This design comes from an exercise in tuning for a short achievable clock period and few clock cycles on the open sky130 flow, not from production work.
Function was checked by simulation only, so behaviour that the tests miss may differ from the original.
No activity file was given, so power comes from the tool's default toggle rates.

## toplevel
module toplevel(
    input  wire clk,
    input  wire rst,
    output wire [7:0] imem_addr,
    input  wire [7:0] imem_data,
    output wire [7:0] dmem_addr,
    output wire [7:0] dmem_wdata,
    output wire       dmem_we,
    input  wire [7:0] dmem_rdata
);
Settings: LEC_CHECK=0, CAP_MARGIN=20, CORE_MARGIN=2, CORE_UTILIZATION=50, PLACE_DENSITY=0.75, SETUP_SLACK_MARGIN=4.0, SLEW_MARGIN=20; clock period 5.0 ns.
standard.sh (not shown) runs the stock make flow with config.mk's settings and CLKGATE_MAP_FILE= SYNTH_SCRIPT=/design/flow/synth_recipe.tcl, a recipe that flattens the netlist after the stock synthesis.
==> flow/flow/run.sh <==
#!/bin/bash
# Standard ORFS layout with two changes: the port buffers are inserted as buf_4
# cells instead of the resizer's default choice (a slow delay buffer), and
# synthesis leaves adders to ABC instead of mapping them to full-adder cells.
set -euo pipefail
bash standard.sh "ADDER_MAP_FILE=" "BUFFER_PORTS_ARGS=-buffer_cell sky130_fd_sc_hd__buf_4" finish > standard.log 2>&1
Testbench counts at the start, summed over its fixed seeds: cycles 49,571.
Change:
--- a/flow/config.mk
+++ b/flow/config.mk
@@ -8,6 +8,5 @@
 export CAP_MARGIN = 20
 export CORE_MARGIN = 2
-export CORE_UTILIZATION = 50
-export PLACE_DENSITY = 0.75
-export SETUP_SLACK_MARGIN = 4.0
+export CORE_UTILIZATION = 40
+export SETUP_SLACK_MARGIN = 3.5
 export SLEW_MARGIN = 20
What happened: The new run completed without violations. Clock-buffer cell count goes up by 1. Design area goes down by 8.0%. Final cell count goes down by 1.8%. Routed wire length goes down by 30%. Critical path depth goes down by 2. Non-clock buffer count goes down by 57.
Change:
--- a/flow/config.mk
+++ b/flow/config.mk
@@ -8,5 +8,5 @@
 export CAP_MARGIN = 20
 export CORE_MARGIN = 2
-export CORE_UTILIZATION = 40
+export CORE_UTILIZATION = 65
 export SETUP_SLACK_MARGIN = 3.5
 export SLEW_MARGIN = 20
After rerunning: This time the run never finished: it broke off in global routing with DPL-0038. Synthesized cell count is unchanged. Synthesized area stays the same.

---

Setup of job 101:
Another version of the RTL of toplevel (not shown whole).
Size in the first run: ~43 I/O pins, roughly 6400 sq um of cells after synthesis.
clock: 5.0 ns
lec_check: 0
cap_margin: 20
core_margin: 2
core_utilization: 40
setup_slack_margin: 3.5
slew_margin: 20
==> flow/flow/run.sh <==
#!/bin/bash
# Standard ORFS layout, with the port buffers inserted as buf_4 cells instead of
# the resizer's default choice (a slow delay buffer).
set -euo pipefail
bash standard.sh "BUFFER_PORTS_ARGS=-buffer_cell sky130_fd_sc_hd__buf_4" finish > standard.log 2>&1
Testbench counts of job 101, summed over its fixed seeds: cycles 49,571.
Changes in job 102 relative to job 101:
==> flow/flow/run.sh <==
#!/bin/bash
# Standard ORFS layout with two changes: the port buffers are inserted as buf_4
# cells instead of the resizer's default choice (a slow delay buffer), and
# synthesis leaves adders to ABC instead of mapping them to full-adder cells.
set -euo pipefail
bash standard.sh "ADDER_MAP_FILE=" "BUFFER_PORTS_ARGS=-buffer_cell sky130_fd_sc_hd__buf_4" finish > standard.log 2>&1
Notes after the runs:
From job 101 to job 102, total grt overflow did not move at all.
On total area of sequential cells, job 101 and job 102 are neck and neck.
Measured against each other, job 101 and job 102 differ in proportion of total power due to net switching, the higher figure coming from job 102.
Total power went down by a few percent going from job 101 to job 102.
Status | job 101 and job 102 | clean
Wire length reported by the detailed router essentially unchanged between job 101 and job 102.
Compared to job 101, job 102 has die footprint about 2% lower.
From job 101 to job 102, sequential cell count of the final layout did not move at all.
Max relative contribution of the clock network to total power across job 101 and job 102: job 101
When job 102 is measured against job 101, its summed instance area of the synthesized netlist turns out about 2.2% lower.
Compared with job 101, in job 102 non-clock buffer instance count of the final layout saw an increase; critical path depth saw a decrease.
Modified inputs, job 103 compared to job 102
==> flow/run.sh (new file) <==
#!/bin/bash
# synth_recipe.tcl (not shown) runs the flow's synth.tcl, then flattens the netlist and writes it again
# the make line also repeats each setting of config.mk as NAME=value (left out here)
make -C /OpenROAD-flow-scripts/flow DESIGN_CONFIG=/design/flow/config.mk WORK_HOME=/design/flow/orfs CLKGATE_MAP_FILE= SYNTH_SCRIPT=/design/flow/synth_recipe.tcl finish
removed: flow/flow/run.sh
removed: flow/standard.sh
==> run summary <==
Relative to job 102, area fraction in and, or, nand and nor cells after synthesis decreased by 0.54 points in job 103.
Multi-input logic cell count: job 103 vs job 102 up 14
Post-synthesis net count, job 102 and job 103: smaller value in job 102
Setup WNS job 102 -> job 103: worse
Per the comparison of job 103 with job 102, final cell count has increased, synthesized area has increased, fraction of area in multi-input gates has decreased, met1 usage has increased.

==> re-timing with driven ports <==
In the flow no input, the clock included, has a driving cell. The finished layouts below were timed again as built, in two steps.
Step 1 (the two cells are an assumption about what drives the block):
set clk [get_ports {clk}]
set_driving_cell -lib_cell sky130_fd_sc_hd__clkbuf_16 $clk
set_driving_cell -lib_cell sky130_fd_sc_hd__buf_2 [delete_from_list [all_inputs] $clk]
Step 2 adds t to the input delays and takes it off the output delays; t is the mean of the earliest and latest rising clock arrival at the registers after step 1. Input paths then give back, and output paths get back, about the clock's delay inside the block.
Slacks: ideal ports / drivers / drivers and shift; pairs: ideal ports / drivers.
run	shift t [ns]	slack for setup (ns)	latest minus earliest clock arrival (ns)
the first run of note 1	0.462	2.807 / 2.715 / 2.254	0.010 / 0.011
the second run of note 1	0.448	2.977 / 2.891 / 2.443	0.006 / 0.006
job 101	0.454	2.874 / 2.874 / 2.424	0.008 / 0.008
job 102	0.457	2.949 / 2.866 / 2.409	0.007 / 0.008
job 103	0.460	2.847 / 2.847 / 2.437	0.008 / 0.008
After both steps setup and hold are still met in every run listed. For the first run of note 1, which loses most, drivers alone change the setup slack by -0.092 ns; drivers and shift together by -0.553 ns.
